Background: an optimization exercise with open tools, aiming at small area, a short achievable clock period and few clock cycles per item. Do not read the settings as production practice. Function was checked by simulation only, so behaviour that the tests miss may differ from the original.

**design/flow/design.v**
```verilog
`timescale 1ns/100ps
module QuantizeBlock#(
 parameter BLOCK_SIZE   = 4,
 parameter IW   = 16
)(
 input                                             clk
,input                                             rst_n
,input                                             start
,input      [IW * BLOCK_SIZE * BLOCK_SIZE - 1 : 0] in
,input      [16 * BLOCK_SIZE * BLOCK_SIZE - 1 : 0] q
,input      [16 * BLOCK_SIZE * BLOCK_SIZE - 1 : 0] iq
,input      [32 * BLOCK_SIZE * BLOCK_SIZE - 1 : 0] bias
,input      [32 * BLOCK_SIZE * BLOCK_SIZE - 1 : 0] zthresh
,input      [16 * BLOCK_SIZE * BLOCK_SIZE - 1 : 0] sharpen
,output     [16 * BLOCK_SIZE * BLOCK_SIZE - 1 : 0] Rout
,output     [16 * BLOCK_SIZE * BLOCK_SIZE - 1 : 0] out
,output                                            nz
,output reg                                        done
);
reg s1, s2;
always @ (posedge clk or negedge rst_n)begin
    if(!rst_n)begin
        s1   <= 1'b0;
        s2   <= 1'b0;
        done <= 1'b0;
    end
    else begin
        s1   <= start;
        s2   <= s1;
        done <= s2;
    end
end
wire [15:0] lvl_o [15:0];
wire [15:0] t;
reg         nz_r;
localparam [31:0] SGN_K = 32'hAAAC0000;
genvar i, j;
generate
for(i = 0; i < 16; i = i + 1)begin : lane
    wire [15:0] x   = in     [16*i +: 16];
    wire [15:0] sh  = sharpen[16*i +: 16];
    wire [15:0] iqv = iq     [16*i +: 16];
    wire [31:0] zt  = zthresh[32*i +: 32];
    wire        neg = x[15];
    wire [17:0] c   = {{2{sh[15]}}, sh} + ({{2{x[15]}}, x} ^ {18{neg}}) + {17'd0, neg};
    wire [17:0] y   = {1'b0, iqv, 1'b0};
    wire [8:0]  b_one, b_two, b_neg;
    for(j = 0; j < 8; j = j + 1)begin : enc
        assign b_one[j] = y[2*j+1] ^ y[2*j];
        assign b_two[j] = (y[2*j+2] & ~y[2*j+1] & ~y[2*j]) | (~y[2*j+2] & y[2*j+1] & y[2*j]);
        assign b_neg[j] = y[2*j+2];
    end
    assign b_one[8] = iqv[15];
    assign b_two[8] = 1'b0;
    assign b_neg[8] = 1'b0;
    reg  [17:0] c_r;
    reg         neg_r;
    reg  [8:0]  one_r, two_r, ngd_r;
    reg  [15:0] q_r;
    reg  [31:0] bias_r;
    always @ (posedge clk) begin
        c_r    <= c;
        neg_r  <= neg;
        one_r  <= b_one;
        two_r  <= b_two;
        ngd_r  <= b_neg;
        q_r    <= q   [16*i +: 16];
        bias_r <= bias[32*i +: 32];
    end
    wire [18:0] cx = {c_r[17], c_r};
    wire [18:0] c2 = {c_r, 1'b0};
    wire [31:0] row [8:0];
    wire [31:0] ngv;
    for(j = 0; j < 9; j = j + 1)begin : pp
        wire [18:0] sel = ({19{one_r[j]}} & cx) | ({19{two_r[j]}} & c2);
        wire [18:0] pj  = sel ^ {19{ngd_r[j]}};
        if (j < 7) begin : lo
            wire [18:0] e = {~pj[18], pj[17:0]};
            assign row[j] = {{(13-2*j){1'b0}}, e[18:0], {(2*j){1'b0}}};
        end else if (j == 7) begin : r7
            assign row[j] = {pj[17:0], 14'd0};
        end else begin : r8
            assign row[j] = {pj[15:0], 16'd0};
        end
    end
    assign ngv = {15'd0, ngd_r[7], 1'b0, ngd_r[6], 1'b0, ngd_r[5], 1'b0, ngd_r[4], 1'b0,
                  ngd_r[3], 1'b0, ngd_r[2], 1'b0, ngd_r[1], 1'b0, ngd_r[0]};
    wire [31:0] s = row[0] + row[1] + row[2] + row[3] + row[4] + row[5] + row[6]
                  + row[7] + row[8] + ngv + bias_r + SGN_K;
    wire        ovf = |s[31:28];
    wire        zhz = ~|zt[31:17];
    wire        zho = &zt[31:17];
    wire        clo_gt = c_r[16:0] > zt[16:0];
    wire        gt  = c_r[17] ? (~zho | clo_gt) : (zhz & clo_gt);
    reg  [10:0] lq_r;
    reg         ovf_r, neg2_r, gt_r;
    always @ (posedge clk) begin
        lq_r   <= s[27:17];
        ovf_r  <= ovf;
        neg2_r <= neg_r;
        gt_r   <= gt;
    end
    wire        n3  = neg2_r;
    wire [15:0] kq  = q_r - {q_r[4:0], 11'd0};    
    wire [15:0] rr [10:0];
    for(j = 0; j < 11; j = j + 1)begin : rp
        wire [15:0] sq = q_r << j;
        assign rr[j] = (lq_r[j] ^ n3) ? sq : 16'd0;
    end
    wire [15:0] tsum = rr[0] + rr[1] + rr[2] + rr[3] + rr[4] + rr[5] + rr[6] + rr[7]
                     + rr[8] + rr[9] + rr[10] + (n3 ? kq : 16'd0);
    wire [15:0] rsat = n3 ? kq : (16'd0 - kq);
    wire [15:0] rv   = ovf_r ? rsat : tsum;
    wire [10:0] l1   = ovf_r ? 11'd2047 : lq_r;
    wire [15:0] l2   = ({5'd0, l1} ^ {16{n3}}) + {15'd0, n3};
    reg  [15:0] out_r, rout_r;
    always @ (posedge clk) begin
        out_r  <= gt_r ? l2 : 16'd0;
        rout_r <= gt_r ? rv : 16'd0;
    end
    assign t[i] = gt_r & (ovf_r | (|lq_r));
    assign lvl_o[i] = out_r;
    assign Rout[16*i +: 16] = rout_r;
end
endgenerate
always @ (posedge clk) nz_r <= |t;
assign nz = nz_r;
assign out[ 15:  0] = lvl_o[ 0];
assign out[ 31: 16] = lvl_o[ 1];
assign out[ 47: 32] = lvl_o[ 4];
assign out[ 63: 48] = lvl_o[ 8];
assign out[ 79: 64] = lvl_o[ 5];
assign out[ 95: 80] = lvl_o[ 2];
assign out[111: 96] = lvl_o[ 3];
assign out[127:112] = lvl_o[ 6];
assign out[143:128] = lvl_o[ 9];
assign out[159:144] = lvl_o[12];
assign out[175:160] = lvl_o[13];
assign out[191:176] = lvl_o[10];
assign out[207:192] = lvl_o[ 7];
assign out[223:208] = lvl_o[11];
assign out[239:224] = lvl_o[14];
assign out[255:240] = lvl_o[15];
endmodule
```
**design/flow/run.sh**
```bash
#!/bin/bash
# synth_recipe.tcl (not shown) runs the flow's synth.tcl, then flattens the netlist and writes it again
# the make line also repeats each setting of config.mk as NAME=value (left out here)
make -C /OpenROAD-flow-scripts/flow DESIGN_CONFIG=/design/flow/config.mk WORK_HOME=/design/flow/orfs CLKGATE_MAP_FILE= SYNTH_SCRIPT=/design/flow/synth_recipe.tcl finish
```
**design/flow/config.mk**
```make
export PLATFORM = sky130hd
export DESIGN_NAME = QuantizeBlock
export DESIGN_NICKNAME = QuantizeBlock
export VERILOG_FILES = /design/flow/design.v
export SDC_FILE = /design/flow/constraint.sdc
export NUM_CORES = 4
export LEC_CHECK = 0
export CAP_MARGIN = 20
export CORE_MARGIN = 2
export CORE_UTILIZATION = 40
export SLEW_MARGIN = 20
```
**design/flow/constraint.sdc**
```tcl
create_clock -name core_clock -period 14.0 [get_ports {clk}]
set_input_delay 2.8000 -clock core_clock [delete_from_list [all_inputs] [get_ports {clk}]]
set_output_delay 2.8000 -clock core_clock [all_outputs]
set_load 0.01 [all_outputs]
```
==> summary.txt, run 1 <==
* Post-CTS Resized at 0
* Tot GR Track Use at 0.2869
* IO Count at 2565
* Mapped Avg Cell Area at 9.254 um2
* Synth Cell Area at ~270000 um2
* Die Ht at 830.6 um
* Fmax at between 0.1 and 0.15 GHz
* Dpl hpwl at slightly above 800000 um
* Worst-case clock buffer depth at 4
* Drt total wl at approximately 1000000 um
* Critical Path Most Common Cell: fa_1
* Final Non-Filler Cells at about 40000
* Yosys top cell by area: fa_1
* Critical path, cell by cell: clkinv_1, xnor2_1, fa_1, fa_1, inv_1, fa_1, fa_1, fa_1, ha_1, a2111o_1, a211oi_1, o31a_1, o32ai_1, o311ai_1, o211ai_2, o211ai_2, a21oi_1, nor2_1, o21ai_0, a211o_1
* Worst min path class: reg -> reg
* Dpl cells at around 39000
* Postcts setup bufs at 0
* Synth Area in XOR/XNOR at 0.1362
* Nets at about 40000
* Req. time, crit path at 14.84 ns
* Cts hold-fix bufs at 0
* Synth Area in Simple Gates at 0.1009
* Worst slack at placement at between 6 and 7 ns
* Vias in the first global route at about 220k
* WP data arrival at ~8 ns
* Detailed Routing Iterations Pass 1 at 8
* Actual slew at the worst max-slew pin at ~1.2 ns
* Routed vias at ~220k
* CTS tree: done
* Main combinational cell family by area after synthesis: adder cells
* Post-synth ARST share at 0.001366
* Top_reg_cell synth: dfxtp_1
* DRC Markers at 0
* Crit-path max FO at 14
* PortBufs at ~2600
* Routed wire per std cell at between 20 and 30 um
* Post-Synth Adder-Cell Area at 0.3857
* Initial antenna violation count at 348
* Final hold slack at approximately 0.32 ns
* Final WS setup at slightly below 7 ns
* DR vias/cell at approximately 5.4
* CP max-delay cell: clkinv_1
* Worst-Skew Late Latency at 1.02 ns
* # setup viols final at 0
* Total CTS buffers at 280
* Row count at around 300
* RSZ-0062 raised after global routing: false
* Status: no timing/DRC/antenna violations
* Top cells by area, synth: fa_1, dfxtp_1, ha_1, xnor2_1, a22oi_1
* Maximum number of pins on one net before global-route repair at 75
* Tmin final at around 7 ns
* Iter 0 DRT Violations at 18180
* Share of post-route cells with drive strength above 1 at 0.03323
* Layout filler cell count at ~65000
* Setup Crit Path Kind: reg -> reg
* Post-synthesis compound-gate area fraction at 0.1256
* Synthesized instance count at between 20000 and 30000
* Final period util at 0.5093
* Syn nets at approximately 38000
* Die area at between 600000 and 700000 um2
* H-tree levels at 5
* Max-Cap Viols at 0
* Endpoints failing hold at 0
* Most frequent cells in the layout: inv_1, fa_1, xnor2_1
* Synthesized flop and latch total at 2196
* Fin util at 0.4643
* Clk pin slew, worst setup/hold paths at approximately 0.060 ns
* Sequential fraction of the synthesis area at 0.1609
* Die span in x at 830.6 um
* Largest stage delay on the critical path at 0.72 ns
* Area grow syn2layout at 15.68%
* Yosys top cell area share at 0.2743
* Critical Path Source Type: flip-flop
* Slew HR at 0.1899
* Max-slew violations at 0
* Grt ovf at 0
* Wire length of the first global-routing pass at 1490000 um
* Gpl congestion at about 0.98
* Post-Route Skew at between 0.07 and 0.08 ns
* Post-synth EDFFs at 0
* Initial Util at 0.4014
* Setup_tns at 0 ns
* Core Box Area at around 680000 um2
* Commonest non-fill, non-tap cell in the layout: inv_1
* Count of cell types in the netlist at a little over 100
* Detail Route Antenna Nets at 0
* CP Capture Type: flip-flop
* Clock tree sinks at 2196
* Yosys warns at 1
* Clock root buffer: clkbuf_16
* Mux cell area share after synthesis at 0.002546
final cells by class:
class / count / area [um2] / share of cell area
multi-input cells: 20940 / 205500 / 0.6500
flip-flops and latches: 2196 / 44020 / 0.1393
repair buffers: 2926 / 28380 / 0.08977
inverters: 4307 / 16170 / 0.05114
well taps: 8997 / 11260 / 0.03561
clock buffers: 353 / 7704 / 0.02437
clock inverters: 155 / 2108 / 0.006669
diodes: 399 / 998.5 / 0.003159
Yosys cell counts (61+ instances only):
| master | n |
|---|---|
| inv_1 | 4249 |
| fa_1 | 3744 |
| xnor2_1 | 2899 |
| ha_1 | 2433 |
| dfxtp_1 | 2193 |
| a22oi_1 | 2183 |
| nand2_1 | 1853 |
| clkbuf_1 | 1742 |
| xor2_1 | 1341 |
| and2_1 | 1209 |
| nor2_1 | 836 |
| o21ai_0 | 646 |
| a21oi_1 | 637 |
| buf_1 | 300 |
| nand3_1 | 263 |
| nor3_1 | 214 |
| nand2b_1 | 206 |
| a21o_1 | 199 |
| nor2b_1 | 183 |
| a31oi_1 | 154 |
| o21bai_1 | 144 |
| o21a_1 | 137 |
| nand4_1 | 136 |
| nand3b_1 | 134 |
| or3_1 | 127 |
| nor4_1 | 124 |
| o211a_1 | 124 |
| and3_1 | 93 |
| o22ai_1 | 85 |
| a211oi_1 | 82 |
| mux2i_1 | 65 |
| a21boi_0 | 64 |
| o211ai_1 | 61 |
| o21ai_1 | 61 |
metal layers:
metal,global-route usage,up-vias,part of all wire
li1,-,97740,-
met1,0.3458,108500,0.38
met2,0.4596,8861,0.46
met3,0.06159,1922,0.082
met4,0.1971,120,0.078
met5,0,-,0.00081
path summary, 6_finish.rpt:
kind / from / to / slack, ns / cells after the start
setup reg to reg: lane[7].ngd_r[5] / lane[7].ovf_r / 6.87 / 20
setup / recovery: lane[7].ngd_r[5] / lane[7].ovf_r / 6.87 / 20
max in group asynchronous: rst_n / s2 / 11.87 / 1
hold / removal: lane[5].neg_r / lane[5].neg2_r / 0.32 / 0
hold reg to reg: lane[5].neg_r / lane[5].neg2_r / 0.32 / 0
min in group asynchronous: rst_n / s1 / 1.99 / 1
critical path: cells and delay by family, from the launching register on:
| kind | cells | cell delay (ns) |
|---|---|---|
| AND/OR/NAND/NOR | 1 | 0.16 |
| XOR/XNOR | 1 | 0.43 |
| AO/OA/AOI/OAI | 10 | 2.41 |
| buffers and inverters | 2 | 0.78 |
| adder cells (fa/ha/maj) | 6 | 2.63 |
| flip-flops | 1 | 0.59 |
sequential cells by signal, indices dropped and copies added, names as in the netlist:
name	cells
done	1
lane.rout_r	256
lane.one_r	128
s2	1
lane.neg2_r	16
lane.ngd_r	128
lane.q_r	256
lane.gt_r	16
lane.two_r	128
lane.bias_r	512
lane.lq_r	176
lane.ovf_r	16
lane.c_r	288
lane.out_r	256
s1	1
nz_r	1
lane.neg_r	16
metrics by stage:
stage	cell area [um2]
finish	316100
global route	315900
detailed placement	305200
floorplan	273300
global placement	305200
CTS	315000
cell families after synthesis:
family | count (synthesis)
compound gates | 4930
flops | 2196
buf+inv | 6396
mux | 69
xor+xnor | 4246
fa+ha+maj | 6177
simple gates | 5516
Testbench counts, summed over its fixed seeds: cycles 39,688, blocks 32,000.
==> run 2: changes to the inputs <==
--- a/design/flow/design.v
+++ b/design/flow/design.v
@@ -42,7 +42,9 @@
     wire [15:0] iqv = iq     [16*i +: 16];
     wire [31:0] zt  = zthresh[32*i +: 32];
     wire        neg = x[15];
-    wire [17:0] c   = {{2{sh[15]}}, sh} + ({{2{x[15]}}, x} ^ {18{neg}}) + {17'd0, neg};
+    wire [17:0] ca  = {{2{sh[15]}}, sh} + {{2{x[15]}}, x};
+    wire [17:0] cb  = {{2{sh[15]}}, sh} - {{2{x[15]}}, x};
+    wire [17:0] c   = neg ? cb : ca;
     wire [17:0] y   = {1'b0, iqv, 1'b0};
     wire [8:0]  b_one, b_two, b_neg;
     for(j = 0; j < 8; j = j + 1)begin : enc
@@ -87,30 +89,33 @@
                   ngd_r[3], 1'b0, ngd_r[2], 1'b0, ngd_r[1], 1'b0, ngd_r[0]};
     wire [31:0] s = row[0] + row[1] + row[2] + row[3] + row[4] + row[5] + row[6]
                   + row[7] + row[8] + ngv + bias_r + SGN_K;
-    wire        ovf = |s[31:28];
     wire        zhz = ~|zt[31:17];
     wire        zho = &zt[31:17];
     wire        clo_gt = c_r[16:0] > zt[16:0];
     wire        gt  = c_r[17] ? (~zho | clo_gt) : (zhz & clo_gt);
-    reg  [10:0] lq_r;
-    reg         ovf_r, neg2_r, gt_r;
+    wire [15:0] kq  = q_r - {q_r[4:0], 11'd0};
+    wire [15:0] kqn = {q_r[4:0], 11'd0} - q_r;
+    wire [15:0] rsat = neg_r ? kq : kqn;
+    reg  [14:0] lv_r;
+    reg  [15:0] rsat_r;
+    reg         neg2_r, gt_r;
     always @ (posedge clk) begin
-        lq_r   <= s[27:17];
-        ovf_r  <= ovf;
+        lv_r   <= s[31:17];
+        rsat_r <= rsat;
         neg2_r <= neg_r;
         gt_r   <= gt;
     end
+    wire        ovf_r = |lv_r[14:11];
+    wire [10:0] lq_r  = lv_r[10:0];
     wire        n3  = neg2_r;
-    wire [15:0] kq  = q_r - {q_r[4:0], 11'd0};    
     wire [15:0] rr [10:0];
     for(j = 0; j < 11; j = j + 1)begin : rp
         wire [15:0] sq = q_r << j;
         assign rr[j] = (lq_r[j] ^ n3) ? sq : 16'd0;
     end
     wire [15:0] tsum = rr[0] + rr[1] + rr[2] + rr[3] + rr[4] + rr[5] + rr[6] + rr[7]
-                     + rr[8] + rr[9] + rr[10] + (n3 ? kq : 16'd0);
-    wire [15:0] rsat = n3 ? kq : (16'd0 - kq);
-    wire [15:0] rv   = ovf_r ? rsat : tsum;
+                     + rr[8] + rr[9] + rr[10] + (n3 ? rsat_r : 16'd0);
+    wire [15:0] rv   = ovf_r ? rsat_r : tsum;
     wire [10:0] l1   = ovf_r ? 11'd2047 : lq_r;
     wire [15:0] l2   = ({5'd0, l1} ^ {16{n3}}) + {15'd0, n3};
     reg  [15:0] out_r, rout_r;
--- a/design/flow/config.mk
+++ b/design/flow/config.mk
@@ -5,6 +5,7 @@
 export SDC_FILE = /design/flow/constraint.sdc
 export NUM_CORES = 4
 export LEC_CHECK = 0
+export ABC_AREA = 1
 export CAP_MARGIN = 20
 export CORE_MARGIN = 2
 export CORE_UTILIZATION = 40
==> run 2 against run 1 <==
Against the previous run: still clean; design area up 5.6%; clock skew decreased by 0.011 ns; critical path type unchanged; global-route usage rose by 2.6 points.
==> summary.txt, run 2 <==
* Drt total wl at roughly 1200000 um
* Placed Area at ~320000 um2
* Most frequent cells in the layout: inv_1, nand2_1, fa_1
* Syn nets at about 43000
* Detail Route Antenna Nets at 0
* Req. time, crit path at around 15 ns
* Clk pin slew, worst setup/hold paths at around 0.060 ns
* Most numerous cell in the Yosys netlist: inv_1
* Synthesized flop and latch total at roughly 2500
* Wire length of the first global-routing pass at about 1700000 um
* WP data arrival at around 7.4 ns
* Post-synth EDFFs at 0
* Synth Cell Area at about 290000 um2
* Detailed Routing Iterations Pass 1 at 9
* Initial antenna violation count at about 450
* H-tree levels at 5
* Postcts setup bufs at 0
* Worst Setup SP: lane[10].neg2_r
* RSZ-0062 raised after global routing: false
* Hold_sp: s2
* Post-CTS Resized at 0
* Worst path buffer plus inverter count at 7
* Yosys warns at 1
* CP Capture Type: flip-flop
* Max-slew violations at 0
* Max reg flops at 512
* Post-Route Skew at between 0.06 and 0.07 ns
* Routed wire per std cell at roughly 25 um
* Critical Path Source Type: flip-flop
* Gpl congestion at about 1
* Setup Crit Path Kind: reg -> reg
* Maximum number of pins on one net before global-route repair at 37
* Yosys top cell by area: fa_1
* Setup_tns at 0 ns
* Slew HR at 0.1861
* Clock root buffer: clkbuf_16
* CP max-delay cell: inv_1
* Sequential fraction of the synthesis area at 0.1730
* Cts hold-fix bufs at 0
* Crit Reg-Reg Endpoint: lane[10].rout_r[14]
* Commonest non-fill, non-tap cell in the layout: inv_1
* Area grow syn2layout at 16.14%
* Die Ht at between 800 and 900 um
* Yosys top cell area share at 0.2607
* Top reg by flops: lane.bias_r
* Grt ovf at 0
* Actual slew at the worst max-slew pin at ~1.2 ns
* Crit Reg-Reg Startpoint: lane[10].neg2_r
* R2R setup slack at around 7.6 ns
* Initial Util at 0.4011
* IO Count at between 2000 and 3000
* Count of cell types in the netlist at ~70
* Row count at ~310
* CTS tree: done
* Worst-Skew Late Latency at 1.05 ns
* Status: no timing/DRC/antenna violations
* DRC Markers at 0
* Share of post-route cells with drive strength above 1 at 0.02889
* Worst-case clock buffer depth at 4
* Dpl hpwl at around 1000000 um
* Largest regs: lane.bias_r (512), lane.c_r (272)
* Synth top cells by count: inv_1, nand2_1, fa_1, xor2_1, nor2_1
* Hold EP: done
* DR vias/cell at 5.302
* Synthesized instance count at about 35000
* Fmax at between 0.15 and 0.2 GHz
* Total CTS buffers at 328
* Top cells by area, synth: fa_1, dfxtp_1, ha_1, xor2_1, inv_1
* Top delay family on crit path: adder cells
* Iter 0 DRT Violations at roughly 21000
* Max-Cap Viols at 0
* Tmin final at approximately 6.4 ns
* Die span in x at ~850 um
* Final period util at 0.4551
* Nets at 45170
* Top_reg_cell synth: dfxtp_1
* Crit-path max FO at 35
* Fin area at approximately 330000 um2
* R2R depth at 24
* Post-synth ARST share at 0.001208
* # setup viols final at 0
* Clock tree sinks at roughly 2500
* Core Box Area at between 700000 and 800000 um2
* Tot GR Track Use at 0.3129
* Critical path, cell by cell: buf_4, inv_2, nand2_1, nand2_1, inv_1, nand2_1, fa_1, inv_1, fa_1, inv_1, fa_1, fa_1, inv_1, fa_1, ha_1, a21oi_1, a21boi_0, o21ai_0, a21oi_1, o21ai_0, or2_2, nand3_1, nand2_1, inv_1
* Vias in the first global route at between 200k and 300k
* Endpoints failing hold at 0
* Mapped Avg Cell Area at slightly above 8 um2
* Largest stage delay on the critical path at between 0.5 and 0.6 ns
* PortBufs at ~2600
* Worst min path class: reg -> reg
* Die area at around 730000 um2
* Routed vias at approximately 250k
* Hold Path Depth at 0
run 2: cell count changes after synthesis, moves of 1192 or more:
cell     change
a22oi_1   -2183
and2_1    -1192
inv_1     +2507
nand2_1   +2834
nor2_1    +1885
o22ai_1   +1990
xnor2_1   -2499
xor2_1    +1778
run 2: how the worst max path moves through the flow:
stage | to | slack, ns | depth (start not counted)
6_report | lane[10].rout_r[14] | 7.63 | 24
5_1_grt | lane[10].rout_r[14] | 7.21 | 24
4_1_cts | lane[6].lv_r[0] | 7.51 | 16
3_5_place_dp | lane[6].lv_r[0] | 7.53 | 16
3_3_place_gp | lane[8].gt_r | 6.16 | 8
2_1_floorplan | lane[6].lv_r[11] | 8.62 | 21
run 2: area by class of cell:
class | instances | area, um2
Sequential cell | 2484 | 49740
Timing Repair Buffer | 2657 | 26380
Clock buffer | 407 | 9020
Antenna cell | 344 | 860.8
Clock inverter | 193 | 2587
Inverter | 7222 | 27110
Fill cell | 70430 | 382900
Tap cell | 9546 | 11940
Multi-Input combinational cell | 24140 | 206200
run 2: stage by stage:
step | cells | hold slack [ns] | utilization | setup WS, ns
finish | 46990 | 0.3576 | 0.4658 | 7.629
global route | 46890 | 0.3592 | 0.4654 | 7.211
CTS | 46650 | 0.3512 | 0.4646 | 7.511
detailed placement | 46050 | 0.3373 | 0.4484 | 7.530
global placement | 46050 | 0.3334 | 0.4483 | 6.156
floorplan | 34980 | 0.3290 | - | 8.618
run 2: per-layer routing:
layer	vias up	global-route usage	share of wire	wire, um
met5	-	0	0.0011	1280
met4	192	0.2340	0.088	102600
met3	2651	0.07084	0.085	99570
met2	10940	0.4943	0.45	525800
met1	121400	0.3732	0.38	441100
li1	114000	-	-	-
run 2: cells by family (layout without fill, tap and decap cells):
group | count (synthesis) | count (layout) | synth area share
AND/OR/NAND/NOR | 9019 | 9019 | 0.1279
buffers and inverters | 8358 | 10480 | 0.1100
adder cells (fa/ha/maj) | 6288 | 6288 | 0.3715
AO/OA/AOI/OAI | 5188 | 5188 | 0.1052
XOR/XNOR | 3529 | 3529 | 0.1078
flip-flops | 2484 | 2484 | 0.1730
multiplexers | 115 | 115 | 0.004492
other | 0 | 344 | 0
Testbench counts of run 2, summed over its fixed seeds: cycles 39,688, blocks 32,000.
==> run 3: changes to the inputs <==
--- a/design/flow/design.v
+++ b/design/flow/design.v
@@ -57,7 +57,7 @@
     assign b_neg[8] = 1'b0;
     reg  [17:0] c_r;
     reg         neg_r;
-    reg  [8:0]  one_r, two_r, ngd_r;
+    reg  [8:0]  one_r, two_r, ngd_r, one_n, two_n, ngd_n;
     reg  [15:0] q_r;
     reg  [31:0] bias_r;
     always @ (posedge clk) begin
@@ -66,6 +66,9 @@
         one_r  <= b_one;
         two_r  <= b_two;
         ngd_r  <= b_neg;
+        one_n  <= ~b_one;
+        two_n  <= ~b_two;
+        ngd_n  <= ~b_neg;
         q_r    <= q   [16*i +: 16];
         bias_r <= bias[32*i +: 32];
     end
@@ -74,8 +77,11 @@
     wire [31:0] row [8:0];
     wire [31:0] ngv;
     for(j = 0; j < 9; j = j + 1)begin : pp
-        wire [18:0] sel = ({19{one_r[j]}} & cx) | ({19{two_r[j]}} & c2);
-        wire [18:0] pj  = sel ^ {19{ngd_r[j]}};
+        wire [18:0] one_v = {{9{~one_n[j]}}, {10{one_r[j]}}};
+        wire [18:0] two_v = {{9{~two_n[j]}}, {10{two_r[j]}}};
+        wire [18:0] ngd_v = {{9{~ngd_n[j]}}, {10{ngd_r[j]}}};
+        wire [18:0] sel = (one_v & cx) | (two_v & c2);
+        wire [18:0] pj  = sel ^ ngd_v;
         if (j < 7) begin : lo
             wire [18:0] e = {~pj[18], pj[17:0]};
             assign row[j] = {{(13-2*j){1'b0}}, e[18:0], {(2*j){1'b0}}};
@@ -93,29 +99,27 @@
     wire        zho = &zt[31:17];
     wire        clo_gt = c_r[16:0] > zt[16:0];
     wire        gt  = c_r[17] ? (~zho | clo_gt) : (zhz & clo_gt);
-    wire [15:0] kq  = q_r - {q_r[4:0], 11'd0};
-    wire [15:0] kqn = {q_r[4:0], 11'd0} - q_r;
-    wire [15:0] rsat = neg_r ? kq : kqn;
     reg  [14:0] lv_r;
-    reg  [15:0] rsat_r;
     reg         neg2_r, gt_r;
     always @ (posedge clk) begin
         lv_r   <= s[31:17];
-        rsat_r <= rsat;
         neg2_r <= neg_r;
         gt_r   <= gt;
     end
     wire        ovf_r = |lv_r[14:11];
     wire [10:0] lq_r  = lv_r[10:0];
-    wire        n3  = neg2_r;
+    wire        n3   = neg2_r;
+    wire [15:0] kq   = q_r - {q_r[4:0], 11'd0};
+    wire [15:0] kqn  = {q_r[4:0], 11'd0} - q_r;
+    wire [15:0] rsat = n3 ? kq : kqn;
     wire [15:0] rr [10:0];
     for(j = 0; j < 11; j = j + 1)begin : rp
         wire [15:0] sq = q_r << j;
         assign rr[j] = (lq_r[j] ^ n3) ? sq : 16'd0;
     end
     wire [15:0] tsum = rr[0] + rr[1] + rr[2] + rr[3] + rr[4] + rr[5] + rr[6] + rr[7]
-                     + rr[8] + rr[9] + rr[10] + (n3 ? rsat_r : 16'd0);
-    wire [15:0] rv   = ovf_r ? rsat_r : tsum;
+                     + rr[8] + rr[9] + rr[10] + (n3 ? kq : 16'd0);
+    wire [15:0] rv   = ovf_r ? rsat : tsum;
     wire [10:0] l1   = ovf_r ? 11'd2047 : lq_r;
     wire [15:0] l2   = ({5'd0, l1} ^ {16{n3}}) + {15'd0, n3};
     reg  [15:0] out_r, rout_r;
==> run 3 against run 2 <==
Against the previous run: final cell count is 1.0% higher; critical path depth is the same; synthesized cell count grew 1.5%; worst hold slack got worse by 0.033 ns; routed wire length fell by 5.1%; register-to-register slack worse by 0.20 ns; utilization about the same; highest routed layer unchanged; largest cell class unchanged; design area up 0.76%; first-iteration DRC count is 6.9% lower; global-route usage shrank 1.8 points; still clean.
==> summary.txt, run 3 <==
* Worst-Skew Late Latency at 1.07 ns
* WP data arrival at 7.50 ns
* # setup viols final at 0
* Initial antenna violation count at between 400 and 500
* Yosys warns at 1
* Largest stage delay on the critical path at approximately 0.55 ns
* Clock root buffer: clkbuf_16
* Grt ovf at 0
* RSZ-0062 raised after global routing: false
* CP max-delay cell: and2_1
* Synth Cell Area at just under 300000 um2
* Slew HR at 0.2212
* CP Capture Type: flip-flop
* Synthesized flop and latch total at about 2600
* Critical path, cell by cell: buf_4, inv_2, nand2_1, and2_1, inv_1, nor2_1, fa_1, inv_1, fa_1, fa_1, fa_1, fa_1, inv_1, ha_1, a21o_1, a31oi_1, nand2_1, a31oi_1, nand3_1, nand2_1, nand2_1, nand2_1, nand2_1, a21oi_1
* Iter 0 DRT Violations at around 20000
* Share of post-route cells with drive strength above 1 at 0.02411
* CTS tree: done
* Top delay family on crit path: adder cells
* H-tree levels at 5
* Largest regs: lane.bias_r (512), lane.c_r (272)
* Critical Path Most Common Cell: nand2_1
* Grt peak-use layer: met2
* Max reg flops at 512
* Postcts setup bufs at 0
* Layout filler cell count at ~70000
* Req. time, crit path at around 15 ns
* Routed wire per std cell at around 23 um
* Synthesized instance count at 35520
* Worst min path class: reg -> reg
* Most frequent cells in the layout: inv_1, nand2_1, fa_1
* Post-Route Skew at roughly 0.075 ns
* Clk pin slew, worst setup/hold paths at approximately 0.06 ns
* Fin area at approximately 340000 um2
* Actual slew at the worst max-slew pin at approximately 1.2 ns
* Post-synth ARST share at 0.001149
* Tmin final at 6.573 ns
* Syn nets at around 44000
* Tot GR Track Use at 0.2948
* GR Layer Usage met1 at 0.3552
* Yosys top cell by area: fa_1
* Setup_tns at 0 ns
* Die span in x at 855.9 um
* Die Ht at 855.9 um
* Max-Cap Viols at 0
* Top reg by flops: lane.bias_r
* Met3 Resource Use GR at 0.05969
* Critical Path Source Type: flip-flop
* DR vias/cell at 5.221
* Endpoints failing hold at 0
* Worst-case clock buffer depth at 4
* Worst path buffer plus inverter count at 5
* Row count at ~310
* Yosys top cell area share at 0.2582
* Total CTS buffers at between 300 and 400
* Final hold slack at 0.3245 ns
* Die area at roughly 730000 um2
* Gpl congestion at around 1
* Crit-path max FO at 37
* Count of cell types in the netlist at 69
* Maximum number of pins on one net before global-route repair at 46
* Post-CTS Resized at 0
* Sequential fraction of the synthesis area at 0.1802
* Mapped Avg Cell Area at just over 8 um2
* Detail Route Antenna Nets at 0
* Top_reg_cell synth: dfxtp_1
* Setup Crit Path Kind: reg -> reg
* Routing usage on met2 at 0.4761
* Synth top cells by count: inv_1, nand2_1, fa_1, xor2_1, dfxtp_1
* Placed Area at between 300000 and 400000 um2
* Area grow syn2layout at 15.88%
* Fmax at about 0.15 GHz
* Nets at 45680
* Clock tree sinks at roughly 2600
* Drt total wl at 1111000 um
* Wire length of the first global-routing pass at roughly 1600000 um
* Core Box Area at 722600 um2
* Final period util at 0.4695
* Dpl hpwl at approximately 950000 um
* Detailed Routing Iterations Pass 1 at 6
* DRC Markers at 0
* Routed vias at around 250k
* Max-slew violations at 0
* Cts hold-fix bufs at 0
* Commonest non-fill, non-tap cell in the layout: inv_1
* Most numerous cell in the Yosys netlist: inv_1
* Vias in the first global route at between 200k and 300k
* PortBufs at around 2600
* Initial Util at 0.4018
* Post-synth EDFFs at 0
* IO Count at roughly 2600
* Top cells by area, synth: fa_1, dfxtp_1, ha_1, inv_1, xor2_1
* Status: no timing/DRC/antenna violations
run 3: cell count changes in the layout (fill, tap and decap cells not counted), moves of 52 or more:
cell,change
o21ai_0,+182
clkinv_1,+152
o221ai_1,+68
nand3_1,+68
nand2_1,+367
xnor2_1,+54
dfxtp_1,+126
xor2_1,-230
nor2_1,-323
or2_2,+52
diode_2,-63
inv_1,+121
a21oi_1,+156
mux2_2,-112
run 3: final timing paths:
kind	from	end	slack, ns	depth (start not counted)
setup / recovery	lane[5].neg2_r	lane[5].rout_r[15]	7.43	24
hold / removal	lane[0].neg_r	lane[0].neg2_r	0.32	0
setup reg to reg	lane[5].neg2_r	lane[5].rout_r[15]	7.43	24
hold reg to reg	lane[0].neg_r	lane[0].neg2_r	0.32	0
max in group asynchronous	rst_n	s1	11.95	1
min in group asynchronous	rst_n	done	1.91	1
run 3: kinds of logic (layout without fill, tap and decap cells):
| family | Yosys count | count (layout) | synth area share |
|---|---|---|---|
| xor gates and xnor gates | 3347 | 3347 | 0.1011 |
| AOI/OAI and AO/OA | 5520 | 5520 | 0.1101 |
| buffers and inverters | 8643 | 10740 | 0.1130 |
| DFF | 2612 | 2612 | 0.1802 |
| adders and majority gates | 6288 | 6288 | 0.3678 |
| other | 0 | 281 | 0 |
| and+or+nand+nor | 9109 | 9109 | 0.1278 |
run 3: final cells by class:
type                    instances  area, um2  share of cell area
clock buffers                 416       9039             0.02687
diodes                        281      703.2            0.002090
multi-input cells           24260     205300              0.6103
repair buffers               2657      26360             0.07837
flip-flops and latches       2612      52310              0.1555
clock inverters               183       2628            0.007810
inverters                    7481      28080             0.08347
well taps                    9577      11980             0.03562
run 3: per-stage QoR:
| step | cells | worst slack [ns] | utilization |
|---|---|---|---|
| global placement | 46590 | 7.082 | 0.4484 |
| global route | 47390 | 7.099 | 0.4653 |
| detailed placement | 46590 | 7.165 | 0.4484 |
| floorplan | 35520 | 8.649 | - |
| finish | 47470 | 7.427 | 0.4656 |
| CTS | 47190 | 7.502 | 0.4646 |
run 3: metal layers:
metal  vias to the layer above  part of all wire
met5                         -           0.00069
met4                       118             0.080
met3                      2195             0.073
met2                      9302              0.46
met1                    120600              0.39
li1                     115600                 -
Testbench counts of run 3, summed over its fixed seeds: cycles 39,688, blocks 32,000.
==> run 4: changes to the inputs <==
==> design/flow/flow/run.sh (new file) <==
#!/bin/bash
# Layout flow: the standard layout (standard.sh, with flow/config.mk's
# settings), except that repair_timing after CTS and after global routing aims
# for a larger setup margin, so that it keeps shortening the critical paths
# past the point where the 14 ns clock is met. The synthesis, clock period and
# constraints are the standard ones.
set -euo pipefail
cd "$(dirname "$0")/.."
bash ./standard.sh SETUP_SLACK_MARGIN=8 finish > flow_make.log 2>&1
==> design/flow/standard.sh (new file) <==
#!/bin/bash
# synth_recipe.tcl (not shown) runs the flow's synth.tcl, then flattens the netlist and writes it again
# the make line also repeats each setting of config.mk as NAME=value (left out here)
make -C /OpenROAD-flow-scripts/flow DESIGN_CONFIG=/design/flow/config.mk WORK_HOME=/design/flow/orfs CLKGATE_MAP_FILE= SYNTH_SCRIPT=/design/flow/synth_recipe.tcl "${@:-finish}"
--- a/design/flow/config.mk
+++ b/design/flow/config.mk
@@ -8,5 +8,5 @@
 export ABC_AREA = 1
 export CAP_MARGIN = 20
 export CORE_MARGIN = 2
-export CORE_UTILIZATION = 40
+export CORE_UTILIZATION = 50
 export SLEW_MARGIN = 20
removed: design/flow/run.sh
==> run 4 against run 3 <==
Against the previous run: area after synthesis unchanged; sequential share of layout area fell by 0.11 points; die area down 20%; via count is 2.6% higher; worst setup slack better by 0.73 ns.
==> summary.txt, run 4 <==
* Max-Cap Viols at 0
* Initial antenna violation count at 452
* # setup viols final at 0
* Nets at between 40000 and 50000
* Largest regs: lane.bias_r (512), lane.c_r (272)
* Slew HR at 0.1662
* Worst Setup EP: lane[11].lv_r[7]
* Wire length of the first global-routing pass at approximately 1700000 um
* Gpl congestion at about 1.0
* Die Ht at around 770 um
* Clock root buffer: clkbuf_16
* Initial Util at 0.5025
* CP Capture Type: flip-flop
* Area grow syn2layout at 16.95%
* Setup Crit Path Kind: reg -> reg
* Top cells by area, synth: fa_1, dfxtp_1, ha_1, inv_1, xor2_1
* DR WL met2 at 499900 um
* Dpl hpwl at approximately 990000 um
* Top reg by flops: lane.bias_r
* Count of cell types in the netlist at between 60 and 70
* Commonest non-fill, non-tap cell in the layout: inv_1
* Setup_tns at 0 ns
* DRC Markers at 0
* PortBufs at 2564
* Yosys top cell by area: fa_1
* Maximum number of pins on one net before global-route repair at 46
* Tmin final at approximately 5.8 ns
* DR WL met3 at 110900 um
* Routed vias at 254400
* Final WS setup at between 8 and 9 ns
* Core Box Area at a little under 600000 um2
* Final hold slack at between 0.3 and 0.4 ns
* CTS tree: done
* Crit Reg-Reg Startpoint: lane[11].c_r[4]
* Clk pin slew, worst setup/hold paths at about 0.06 ns
* Final period util at 0.4174
* Share of post-route cells with drive strength above 1 at 0.04608
* Worst-case clock buffer depth at 4
* Drt total wl at approximately 1200000 um
* Total CTS buffers at 321
* Detailed Routing Iterations Pass 1 at 6
* Clock tree sinks at 2612
* Row count at around 280
* Iter 0 DRT Violations at between 20000 and 25000
* Worst slack at placement at between 7 and 8 ns
* Crit Reg-Reg Endpoint: lane[11].lv_r[7]
* Top Layer Used: met5
* Synth Cell Area at ~290000 um2
* Yosys top cell area share at 0.2582
* Detail Route Antenna Nets at 0
* IO Count at about 2600
* Critical Path Source Type: flip-flop
* Die area at 586700 um2
* Post-synth EDFFs at 0
* Worst min path class: reg -> reg
* R2R depth at 21
* Endpoints failing hold at 0
* Grt ovf at 0
* Status: no timing/DRC/antenna violations
* Syn nets at ~44000
* R2R setup slack at slightly above 8 ns
* Actual slew at the worst max-slew pin at 1.234 ns
* Vias in the first global route at around 250k
* Post-Route Skew at 0.06181 ns
* Mapped Avg Cell Area at ~8.2 um2
* Die span in x at 766.0 um
* Synth top cells by count: inv_1, nand2_1, fa_1, xor2_1, dfxtp_1
* Fmax at 0.1711 GHz
* H-tree levels at 5
* Most frequent cells in the layout: inv_1, nand2_1, fa_1
* Worst Setup SP: lane[11].c_r[4]
* WP data arrival at approximately 6.7 ns
* Tot GR Track Use at 0.3850
* Yosys warns at 1
* Met1 WL at 440800 um
* Synthesized instance count at between 30000 and 40000
* DR vias/cell at 5.495
* Top_reg_cell synth: dfxtp_1
* Max-slew violations at 0
* Synthesized flop and latch total at around 2600
* Crit-path max FO at 8
* Routed wire per std cell at 25.12 um
* Post-synth ARST share at 0.001149
* Req. time, crit path at 14.89 ns
* Max reg flops at 512
* RSZ-0062 raised after global routing: true
* Worst-Skew Late Latency at around 1.1 ns
* Most numerous cell in the Yosys netlist: inv_1
* Cts hold-fix bufs at 0
* Sequential fraction of the synthesis area at 0.1802
run 4: cell counts after synthesis:
No cell type changed its count.
run 4: worst min path at each step:
| stage | end | slack (ns) | from | cells after the start |
|---|---|---|---|---|
| 2_1_floorplan | lane[0].neg2_r | 0.31 | lane[0].neg_r | 0 |
| 3_3_place_gp | lane[11].neg2_r | 0.32 | lane[11].neg_r | 0 |
| 3_5_place_dp | lane[10].neg2_r | 0.32 | lane[10].neg_r | 0 |
| 4_1_cts | lane[10].neg2_r | 0.33 | lane[10].neg_r | 0 |
| 5_1_grt | lane[10].neg2_r | 0.34 | lane[10].neg_r | 0 |
| 6_report | lane[10].neg2_r | 0.33 | lane[10].neg_r | 0 |
run 4: layer usage:
metal | vias to the layer above | GRT usage
met4 | 112 | 0.3069
met1 | 122900 | 0.4692
li1 | 116700 | -
met5 | - | 0
met3 | 2606 | 0.09569
met2 | 12050 | 0.5818
run 4: timing repair:
action / 4_1_cts / 5_1_grt
pin swaps: 0 / 1
cloned: 5 / 6
endpoints found under the setup margin: 91 / 216
buffers inserted: 30 / 422
gates resized for setup: 68 / 444
run 4: layout make-up:
cell class              instances  area (um2)
fillers                     52850      238200
multi-input cells           24260      205600
flip-flops and latches       2612       52410
repair buffers               3117       30290
inverters                    7481       29000
well taps                    7727        9668
clock buffers                 414        8921
clock inverters               173        2350
diodes                        497        1244
repair inverters                7       37.54
run 4: critical path, stage by stage, from the launching register on:
cell        delay [ns]
dfxtp_2           0.47
clkinvlp_4        0.24
buf_4             0.20
buf_4             0.16
o22ai_1           0.20
xor2_1            0.23
fa_1              0.51
fa_1              0.47
inv_1             0.09
fa_1              0.42
inv_1             0.08
fa_1              0.41
ha_1              0.30
ha_1              0.32
a21o_1            0.17
a21oi_1           0.11
o21ai_0           0.12
a21oi_1           0.25
inv_1             0.07
a31oi_1           0.44
o21bai_1          0.14
xor2_1            0.31
run 4: stage by stage:
stage	utilization	instance area [um2]	std cells
5_1_grt	0.5871	339200	46170
3_5_place_dp	0.5569	321800	44750
2_1_floorplan	-	290300	35520
4_1_cts	0.5772	333500	45370
3_3_place_gp	0.5569	321800	44750
6_report	0.5877	339500	46290
run 4: cells by family (layout without fill, tap and decap cells):
| logic type | Yosys count | after routing | synth area share |
|---|---|---|---|
| and+or+nand+nor | 9109 | 9109 | 0.1278 |
| buffers and inverters | 8643 | 11190 | 0.1130 |
| adders and majority gates | 6288 | 6288 | 0.3678 |
| AOI/OAI and AO/OA | 5520 | 5520 | 0.1101 |
| xor gates and xnor gates | 3347 | 3347 | 0.1011 |
| DFF | 2612 | 2612 | 0.1802 |
| other | 0 | 497 | 0 |
==> run 5: changes to the inputs <==
--- a/design/flow/design.v
+++ b/design/flow/design.v
@@ -57,7 +57,7 @@
     assign b_neg[8] = 1'b0;
     reg  [17:0] c_r;
     reg         neg_r;
-    reg  [8:0]  one_r, two_r, ngd_r, one_n, two_n, ngd_n;
+    reg  [8:0]  one_r, two_r, ngd_r;
     reg  [15:0] q_r;
     reg  [31:0] bias_r;
     always @ (posedge clk) begin
@@ -66,9 +66,6 @@
         one_r  <= b_one;
         two_r  <= b_two;
         ngd_r  <= b_neg;
-        one_n  <= ~b_one;
-        two_n  <= ~b_two;
-        ngd_n  <= ~b_neg;
         q_r    <= q   [16*i +: 16];
         bias_r <= bias[32*i +: 32];
     end
@@ -77,11 +74,8 @@
     wire [31:0] row [8:0];
     wire [31:0] ngv;
     for(j = 0; j < 9; j = j + 1)begin : pp
-        wire [18:0] one_v = {{9{~one_n[j]}}, {10{one_r[j]}}};
-        wire [18:0] two_v = {{9{~two_n[j]}}, {10{two_r[j]}}};
-        wire [18:0] ngd_v = {{9{~ngd_n[j]}}, {10{ngd_r[j]}}};
-        wire [18:0] sel = (one_v & cx) | (two_v & c2);
-        wire [18:0] pj  = sel ^ ngd_v;
+        wire [18:0] sel = ({19{one_r[j]}} & cx) | ({19{two_r[j]}} & c2);
+        wire [18:0] pj  = sel ^ {19{ngd_r[j]}};
         if (j < 7) begin : lo
             wire [18:0] e = {~pj[18], pj[17:0]};
             assign row[j] = {{(13-2*j){1'b0}}, e[18:0], {(2*j){1'b0}}};
@@ -121,12 +115,15 @@
                      + rr[8] + rr[9] + rr[10] + (n3 ? kq : 16'd0);
     wire [15:0] rv   = ovf_r ? rsat : tsum;
     wire [10:0] l1   = ovf_r ? 11'd2047 : lq_r;
-    wire [15:0] l2   = ({5'd0, l1} ^ {16{n3}}) + {15'd0, n3};
-    reg  [15:0] out_r, rout_r;
+    reg  [10:0] mag_r;
+    reg         sgn_r;
+    reg  [15:0] rout_r;
     always @ (posedge clk) begin
-        out_r  <= gt_r ? l2 : 16'd0;
+        mag_r  <= gt_r ? l1 : 11'd0;
+        sgn_r  <= gt_r & n3;
         rout_r <= gt_r ? rv : 16'd0;
     end
+    wire [15:0] out_r = ({5'd0, mag_r} ^ {16{sgn_r}}) + {15'd0, sgn_r};
     assign t[i] = gt_r & (ovf_r | (|lq_r));
     assign lvl_o[i] = out_r;
     assign Rout[16*i +: 16] = rout_r;
--- a/design/flow/config.mk
+++ b/design/flow/config.mk
@@ -8,5 +8,5 @@
 export ABC_AREA = 1
 export CAP_MARGIN = 20
 export CORE_MARGIN = 2
-export CORE_UTILIZATION = 50
+export CORE_UTILIZATION = 40
 export SLEW_MARGIN = 20
==> run 5 against run 4 <==
Against the previous run: still clean on timing, DRC and antenna; non-clock buffer count up 378; count of clock-buffer cells in the layout decreased by 61; sequential cell count down 448; utilization shrank 11 points; via count is 2.4% lower; critical path type is now reg -> out.
==> summary.txt, run 5 <==
* Status: no timing/DRC/antenna violations
* Worst-case clock buffer depth at 4
* Most frequent cells in the layout: inv_1, nand2_1, fa_1
* Crit-path max FO at 5
* Synth Cell Area at 280200 um2
* Setup_tns at 0 ns
* Most numerous cell in the Yosys netlist: inv_1
* CP max-delay cell: clkdlybuf4s50_1
* Maximum number of pins on one net before global-route repair at between 40 and 50
* Synth top cells by count: inv_1, nand2_1, fa_1, xor2_1, ha_1
* Total CTS buffers at around 290
* Max reg flops at approximately 500
* # setup viols final at 0
* WP data arrival at around 3.2 ns
* Die Ht at 840.9 um
* Count of cell types in the netlist at between 70 and 80
* Slew HR at 0.2039
* Grt ovf at 0
* Row count at around 310
* Die span in x at about 840 um
* Post-synth EDFFs at 0
* Syn nets at approximately 42000
* Post-Route Skew at ~0.064 ns
* DRC Markers at 0
* Req. time, crit path at 11.20 ns
* PortBufs at between 2000 and 3000
* Tot GR Track Use at 0.3185
* Clk pin slew, worst setup/hold paths at about 0.060 ns
* Area grow syn2layout at 19.60%
* Clock tree sinks at approximately 2200
* Fmax at 0.1673 GHz
* Routed wire per std cell at ~25 um
* Yosys top cell area share at 0.2675
* Worst min path class: reg -> reg
* Detail Route Antenna Nets at 0
* Iter 0 DRT Violations at roughly 22000
* Layout filler cell count at 67870
* Synthesized instance count at ~34000
* Top reg by flops: lane.bias_r
* Area of the multi-input gates at between 200000 and 250000 um2
* Commonest non-fill, non-tap cell in the layout: inv_1
* Sequential Area at about 44000 um2
* Worst-Skew Late Latency at between 1 and 1.5 ns
* Largest regs: lane.bias_r (512), lane.c_r (272)
* Post-synth ARST share at 0.001386
* Synthesized flop and latch total at 2164
* Max-slew violations at 0
* Final period util at 0.4269
* Critical Path Source Type: flip-flop
* Dpl hpwl at slightly below 1000000 um
* Max-Cap Viols at 0
* Share of post-route cells with drive strength above 1 at 0.07182
* Fin util at 0.4799
* Clock root buffer: clkbuf_16
* Critical path, cell by cell: buf_12, xnor2_4, inv_2, ha_4, nand2_4, xor2_1, clkdlybuf4s50_1
* Top cells by area, synth: fa_1, dfxtp_1, ha_1, xor2_1, inv_1
* CP Capture Type: output pin
* IO Count at 2565
* Tmin final at between 5 and 6 ns
* Routed vias at about 250k
* DR vias/cell at approximately 5.3
* Initial Util at 0.4012
* Detailed Routing Iterations Pass 1 at 7
* H-tree levels at 5
* Top delay family on crit path: buffers and inverters
* Sequential fraction of the synthesis area at 0.1547
* Core Box Area at about 700000 um2
* Wire length of the first global-routing pass at around 1700000 um
* CTS tree: done
* Endpoints failing hold at 0
* Die area at around 710000 um2
* Nets at between 40000 and 50000
* Top_reg_cell synth: dfxtp_1
* Setup Crit Path Kind: reg -> out
* Actual slew at the worst max-slew pin at roughly 1.2 ns
* Mapped Avg Cell Area at 8.211 um2
* Drt total wl at 1169000 um
* Worst path buffer plus inverter count at 3
* Vias in the first global route at between 200k and 250k
* Largest stage delay on the critical path at between 0.6 and 0.7 ns
* Yosys top cell by area: fa_1
* Yosys warns at 1
* Initial antenna violation count at approximately 450
* RSZ-0062 raised after global routing: true
* Gpl congestion at around 1.0
-- run 5: cell count changes after synthesis, moves of 72 or more --
cell	before	now
a21oi_1	1554	1464
buf_1	60	206
buf_2	166	94
clkbuf_1	877	794
clkinv_1	512	355
dfxtp_1	2609	2161
inv_1	6877	6623
mux2_2	0	144
nand2_1	5054	4635
nand3_1	806	629
nor2_1	2398	2193
o21ai_0	1205	1038
xnor2_1	454	584
xor2_1	2889	3087
-- run 5: kinds of logic after synthesis --
family | synth area share
AOI/OAI and AO/OA | 0.1084
xor gates and xnor gates | 0.1155
muxes | 0.005787
adders and majority gates | 0.3804
buffers and inverters | 0.1119
DFF | 0.1547
and+or+nand+nor | 0.1233
-- run 5: final cells by class --
type	count	area share
repair inverters	3	0.00006721
inverters	7073	0.08347
multi-input cells	23730	0.6193
well taps	9270	0.03461
repair buffers	3495	0.09913
diodes	400	0.002987
clock inverters	164	0.007012
clock buffers	353	0.02346
flip-flops and latches	2164	0.1300
-- run 5: what timing repair did --
action	in CTS	in global routing
pin swaps	89	68
hold buffers	0	0
gates cloned	0	8
gates resized for setup	534	714
setup endpoints to repair	312	303
buffers inserted	159	646
-- run 5: per-layer routing --
| metal | vias to the layer above | GRT usage | wire [um] |
|---|---|---|---|
| li1 | 113200 | - | - |
| met1 | 120900 | 0.3945 | 453300 |
| met2 | 11330 | 0.4874 | 508500 |
| met3 | 2603 | 0.07926 | 110300 |
| met4 | 192 | 0.2214 | 95780 |
| met5 | - | 0 | 1282 |
-- run 5: final timing paths --
check,from,endpoint,slack [ns],cells after the start
hold / removal,lane[6].neg_r,lane[6].neg2_r,0.32,0
setup / recovery,lane[12].sgn_r,out[148],8.02,7
hold reg to reg,lane[6].neg_r,lane[6].neg2_r,0.32,0
setup reg to reg,lane[8].c_r[3],lane[8].lv_r[10],8.15,21
max in group asynchronous,rst_n,s2,11.93,1
min in group asynchronous,rst_n,done,1.93,1
-- run 5: per-stage QoR --
stage	hold slack (ns)	area, um2	setup WS (ns)	std cells
floorplan	0.3096	280200	8.564	34130
global placement	0.3101	313700	6.932	44920
detailed placement	0.3121	313700	7.153	44920
CTS	0.3242	326500	7.795	45600
global route	0.3284	334800	7.857	46550
finish	0.3198	335100	8.023	46650
Testbench counts of run 5, summed over its fixed seeds: cycles 39,688, blocks 32,000.
==> run 6: changes to the inputs <==
--- a/design/flow/design.v
+++ b/design/flow/design.v
@@ -57,7 +57,7 @@
     assign b_neg[8] = 1'b0;
     reg  [17:0] c_r;
     reg         neg_r;
-    reg  [8:0]  one_r, two_r, ngd_r;
+    reg  [8:0]  one_r, two_r, ngd_r, one_n, two_n, ngd_n;
     reg  [15:0] q_r;
     reg  [31:0] bias_r;
     always @ (posedge clk) begin
@@ -66,6 +66,9 @@
         one_r  <= b_one;
         two_r  <= b_two;
         ngd_r  <= b_neg;
+        one_n  <= ~b_one;
+        two_n  <= ~b_two;
+        ngd_n  <= ~b_neg;
         q_r    <= q   [16*i +: 16];
         bias_r <= bias[32*i +: 32];
     end
@@ -74,8 +77,11 @@
     wire [31:0] row [8:0];
     wire [31:0] ngv;
     for(j = 0; j < 9; j = j + 1)begin : pp
-        wire [18:0] sel = ({19{one_r[j]}} & cx) | ({19{two_r[j]}} & c2);
-        wire [18:0] pj  = sel ^ {19{ngd_r[j]}};
+        wire [18:0] one_v = {{9{~one_n[j]}}, {10{one_r[j]}}};
+        wire [18:0] two_v = {{9{~two_n[j]}}, {10{two_r[j]}}};
+        wire [18:0] ngd_v = {{9{~ngd_n[j]}}, {10{ngd_r[j]}}};
+        wire [18:0] sel = (one_v & cx) | (two_v & c2);
+        wire [18:0] pj  = sel ^ ngd_v;
         if (j < 7) begin : lo
             wire [18:0] e = {~pj[18], pj[17:0]};
             assign row[j] = {{(13-2*j){1'b0}}, e[18:0], {(2*j){1'b0}}};
@@ -115,15 +121,12 @@
                      + rr[8] + rr[9] + rr[10] + (n3 ? kq : 16'd0);
     wire [15:0] rv   = ovf_r ? rsat : tsum;
     wire [10:0] l1   = ovf_r ? 11'd2047 : lq_r;
-    reg  [10:0] mag_r;
-    reg         sgn_r;
-    reg  [15:0] rout_r;
+    wire [15:0] l2   = ({5'd0, l1} ^ {16{n3}}) + {15'd0, n3};
+    reg  [15:0] out_r, rout_r;
     always @ (posedge clk) begin
-        mag_r  <= gt_r ? l1 : 11'd0;
-        sgn_r  <= gt_r & n3;
+        out_r  <= gt_r ? l2 : 16'd0;
         rout_r <= gt_r ? rv : 16'd0;
     end
-    wire [15:0] out_r = ({5'd0, mag_r} ^ {16{sgn_r}}) + {15'd0, sgn_r};
     assign t[i] = gt_r & (ovf_r | (|lq_r));
     assign lvl_o[i] = out_r;
     assign Rout[16*i +: 16] = rout_r;
==> design/flow/flow/run.sh (replaced) <==
#!/bin/bash
# Layout flow: the standard layout (standard.sh, with flow/config.mk's
# settings) with two changes:
#  - every port still gets its own buffer, but a plain buf_1 instead of the
#    clkdlybuf4s50_1 delay cell that buffer_ports picks by default;
#  - repair_timing after CTS and after global routing aims for a larger setup
#    margin, so that it keeps shortening the critical paths past the point
#    where the 14 ns clock is met.
# The synthesis, clock period and constraints are the standard ones.
set -euo pipefail
cd "$(dirname "$0")/.."
bash ./standard.sh SETUP_SLACK_MARGIN=8 \
  "BUFFER_PORTS_ARGS=-buffer_cell sky130_fd_sc_hd__buf_1" finish > flow_make.log 2>&1
--- a/design/flow/config.mk
+++ b/design/flow/config.mk
@@ -8,5 +8,5 @@
 export ABC_AREA = 1
 export CAP_MARGIN = 20
 export CORE_MARGIN = 2
-export CORE_UTILIZATION = 40
+export CORE_UTILIZATION = 50
 export SLEW_MARGIN = 20
==> run 6 against run 5 <==
Against the previous run: via count grew 2.1%; global-route usage up 6.4 points; first-iteration DRC count rose by 7.9%; critical path type is now reg -> reg; still clean on timing, DRC and antenna; fmax increased by 2.1%; sequential share of layout area increased by 3.2 points; clock skew down 0.0017 ns; design area is 3.7% lower; final cell count decreased by 1.1%; routed wire length decreased by 1.4%; highest routed layer unchanged; critical path depth grew 11; non-clock buffer count shrank 472.
==> summary.txt, run 6 <==
* Die Ht at 766.0 um
* Synth Area in Simple Gates at 0.1278
* CTS tree: done
* PortBufs at roughly 2600
* Largest stage delay on the critical path at ~0.79 ns
* Cts hold-fix bufs at 0
* H-tree levels at 5
* Hold EP: lane[10].neg2_r
* WP data arrival at approximately 6.7 ns
* Die area at between 500000 and 600000 um2
* Post-synth ARST share at 0.001149
* Clock root buffer: clkbuf_16
* Vias in the first global route at 250400
* Sequential Area at between 50000 and 60000 um2
* Crit Reg-Reg Endpoint: lane[15].lv_r[14]
* Count of cell types in the netlist at 69
* # setup viols final at 0
* Top delay family on crit path: adder cells
* Max-Cap Viols at 0
* Worst path buffer plus inverter count at 4
* Yosys warns at 1
* Synth Area in XOR/XNOR at 0.1011
* Actual slew at the worst max-slew pin at roughly 1.3 ns
* Worst slack at placement at 7.661 ns
* Mapped Avg Cell Area at about 8 um2
* Most frequent cells in the layout: inv_1, nand2_1, fa_1
* Top_reg_cell synth: dfxtp_1
* Gpl congestion at 1.053
* RSZ-0062 raised after global routing: true
* Post-synthesis compound-gate area fraction at 0.1101
* Crit-path max FO at 8
* Critical Path Most Common Cell: fa_1
* DRC Markers at 0
* Maximum number of pins on one net before global-route repair at 45
* Synth top cells by count: inv_1, nand2_1, fa_1, xor2_1, dfxtp_1
* Area grow syn2layout at 11.20%
* R2R depth at 18
* CP Capture Type: flip-flop
* Tmin final at ~6 ns
* Synth Cell Area at between 200000 and 300000 um2
* Detail Route Antenna Nets at 0
* Critical Path Source Type: flip-flop
* Layout filler cell count at 55020
* Endpoints failing hold at 0
* Yosys top cell area share at 0.2582
* Tot GR Track Use at 0.3825
* Nets at between 40000 and 50000
* Dpl hpwl at between 900000 and 1000000 um
* Iter 0 DRT Violations at between 20000 and 25000
* Status: no timing/DRC/antenna violations
* CP max-delay cell: dfxtp_1
* Crit Reg-Reg Startpoint: lane[15].c_r[16]
* Core Box Area at about 580000 um2
* Area of the multi-input gates at between 200000 and 250000 um2
* IO Count at about 2600
* Synthesized instance count at ~36000
* Die span in x at 766.0 um
* Total CTS buffers at between 300 and 400
* DR vias/cell at between 5 and 6
* Synthesized flop and latch total at roughly 2600
* Critical path, cell by cell: clkinvlp_4, buf_4, buf_12, o22ai_1, xor2_1, fa_1, fa_1, inv_1, fa_1, fa_1, ha_1, ha_1, a21o_1, a31oi_1, nor2_1, nor3_1, o21ai_0, xor2_1
* R2R setup slack at about 8 ns
* Setup Crit Path Kind: reg -> reg
* Clk pin slew, worst setup/hold paths at ~0.060 ns
* Req. time, crit path at about 15 ns
* Yosys top cell by area: fa_1
* Slew HR at 0.1279
* Post-synth EDFFs at 0
* Commonest non-fill, non-tap cell in the layout: inv_1
* Initial Util at 0.5025
* Worst-case clock buffer depth at 4
* Final period util at 0.4181
* Fmax at about 0.17 GHz
* Detailed Routing Iterations Pass 1 at 10
* Max reg flops at around 510
* Drt total wl at between 1000000 and 1500000 um
* Max-slew violations at 0
* Final WS setup at 8.147 ns
* Routed wire per std cell at approximately 25 um
* Worst-Skew Late Latency at approximately 1.0 ns
* Routed vias at ~250k
* Top reg by flops: lane.bias_r
* Hold Path Depth at 0
* Most numerous cell in the Yosys netlist: inv_1
* Sequential fraction of the synthesis area at 0.1802
* Wire length of the first global-routing pass at ~1700000 um
* Initial antenna violation count at between 400 and 500
* Main combinational cell family by area after synthesis: adder cells
* Post-Route Skew at 0.06192 ns
* Grt ovf at 0
* Worst min path class: reg -> reg
* Syn nets at 43860
* Share of post-route cells with drive strength above 1 at 0.04340
* Largest regs: lane.bias_r (512), lane.c_r (272)
* Post-Synth Adder-Cell Area at 0.3678
* Setup_tns at 0 ns
* Row count at 279
* Hold_sp: lane[10].neg_r
* Clock tree sinks at about 2600
* Top cells by area, synth: fa_1, dfxtp_1, ha_1, inv_1, xor2_1
* Mux cell area share after synthesis at 0
-- run 6: cell count changes in the layout (fill, tap and decap cells not counted), sizes merged, moves of 153 or more --
cell and delta:
xor2 -206, nor2 +201, dfxtp +448, clkinv +257, nand2 +403, clkdlybuf4s50 -2437, nand3 +179, o21ai +153
inv +296, buf +2067
-- run 6: metrics by stage --
| step | util | cell area (um2) | hold WS (ns) | std cells |
|---|---|---|---|---|
| global placement | 0.5291 | 305700 | 0.3105 | 44740 |
| CTS | 0.5496 | 317500 | 0.3152 | 45360 |
| detailed placement | 0.5291 | 305700 | 0.3120 | 44740 |
| finish | 0.5588 | 322800 | 0.3045 | 46160 |
| global route | 0.5582 | 322500 | 0.3258 | 46020 |
| floorplan | - | 290300 | 0.3096 | 35520 |
-- run 6: area by class of cell --
cell class	instances	share of cell area
multi-input combinational	24260	0.6370
sequential	2612	0.1623
inverter	7481	0.08963
timing repair buffer	3023	0.04219
tap	7727	0.02995
clock buffer	404	0.02709
clock inverter	179	0.008100
antenna	462	0.003581
timing repair inverter	9	0.0001550
-- run 6: worst max path at each step --
stage,startpoint,to,cells past startpoint
finish,lane[15].c_r[16],lane[15].lv_r[14],18
global route,lane[13].c_r[9],lane[13].lv_r[12],22
CTS,lane[11].c_r[16],lane[11].lv_r[11],17
detailed placement,lane[5].neg2_r,lane[5].rout_r[13],23
global placement,lane[5].neg2_r,lane[5].rout_r[13],23
floorplan,lane[6].neg2_r,lane[6].rout_r[13],27
-- run 6: timing repair --
| action | in CTS | in global routing |
|---|---|---|
| pin swaps | 0 | 0 |
| cloned | 4 | 9 |
| endpoints found under the hold margin | 0 | 0 |
| endpoints found under the setup margin | 84 | 213 |
| gates resized for setup | 76 | 432 |
| buffers inserted | 29 | 334 |
-- run 6: cells by family (layout without fill, tap and decap cells) --
logic type,Yosys count,count (layout)
fa+ha+maj,6288,6288
simple gates,9109,9109
compound gates,5520,5520
xor+xnor,3347,3347
flops,2612,2612
other cells,0,462
buf+inv,8643,11100
-- run 6: layer usage --
layer | vias up | GRT usage | wire (um)
met5 | - | 0 | 807
met4 | 120 | 0.3127 | 111900
li1 | 116500 | - | -
met3 | 2542 | 0.08923 | 105400
met2 | 11850 | 0.5770 | 495800
met1 | 122400 | 0.4678 | 439000
-- run 6: worst reg2reg max path, delay by kind of cell, from the launching register on --
kind | cells | cell delay, ns
compound gates | 4 | 0.86
xor+xnor | 2 | 0.43
fa+ha+maj | 6 | 2.74
buf+inv | 4 | 0.64
flops | 1 | 0.79
simple gates | 2 | 0.25
Testbench counts of run 6, summed over its fixed seeds: cycles 39,688, blocks 32,000.

-- what the ideal ports hide --
The results above use ideal ports. As a check the final layouts listed here were re-extracted and re-timed, cells and wires unchanged. Step 1 assumes that a clkbuf_16 drives the clock port and a buf_2 every other input. Step 2 moves the port delays by t, midway between the first and last clock arrival at a register: inputs arrive t later, outputs are due t later. That takes back most of the time a late clock gives input paths. Three values: ideal, step 1, step 2; two values: the first two.
| run | shift t [ns] | setup slack, ns | slew at the worst register clock pin (ns) |
|---|---|---|---|
| run 1 | 1.135 | 6.869 / 6.869 / 6.869 | 0.08 / 0.08 |
| run 2 | 1.177 | 7.629 / 7.629 / 7.376 | 0.07 / 0.07 |
| run 3 | 1.181 | 7.427 / 7.427 / 7.196 | 0.08 / 0.08 |
| run 4 | 1.156 | 8.157 / 8.157 / 7.534 | 0.08 / 0.08 |
| run 5 | 1.163 | 8.023 / 7.877 / 7.180 | 0.08 / 0.08 |
| run 6 | 1.139 | 8.147 / 8.147 / 7.730 | 0.08 / 0.08 |
After both steps every run listed still meets setup and hold. The setup slack of run 5, which loses most, moves by -0.146 ns with the drivers and by -0.843 ns with both steps.
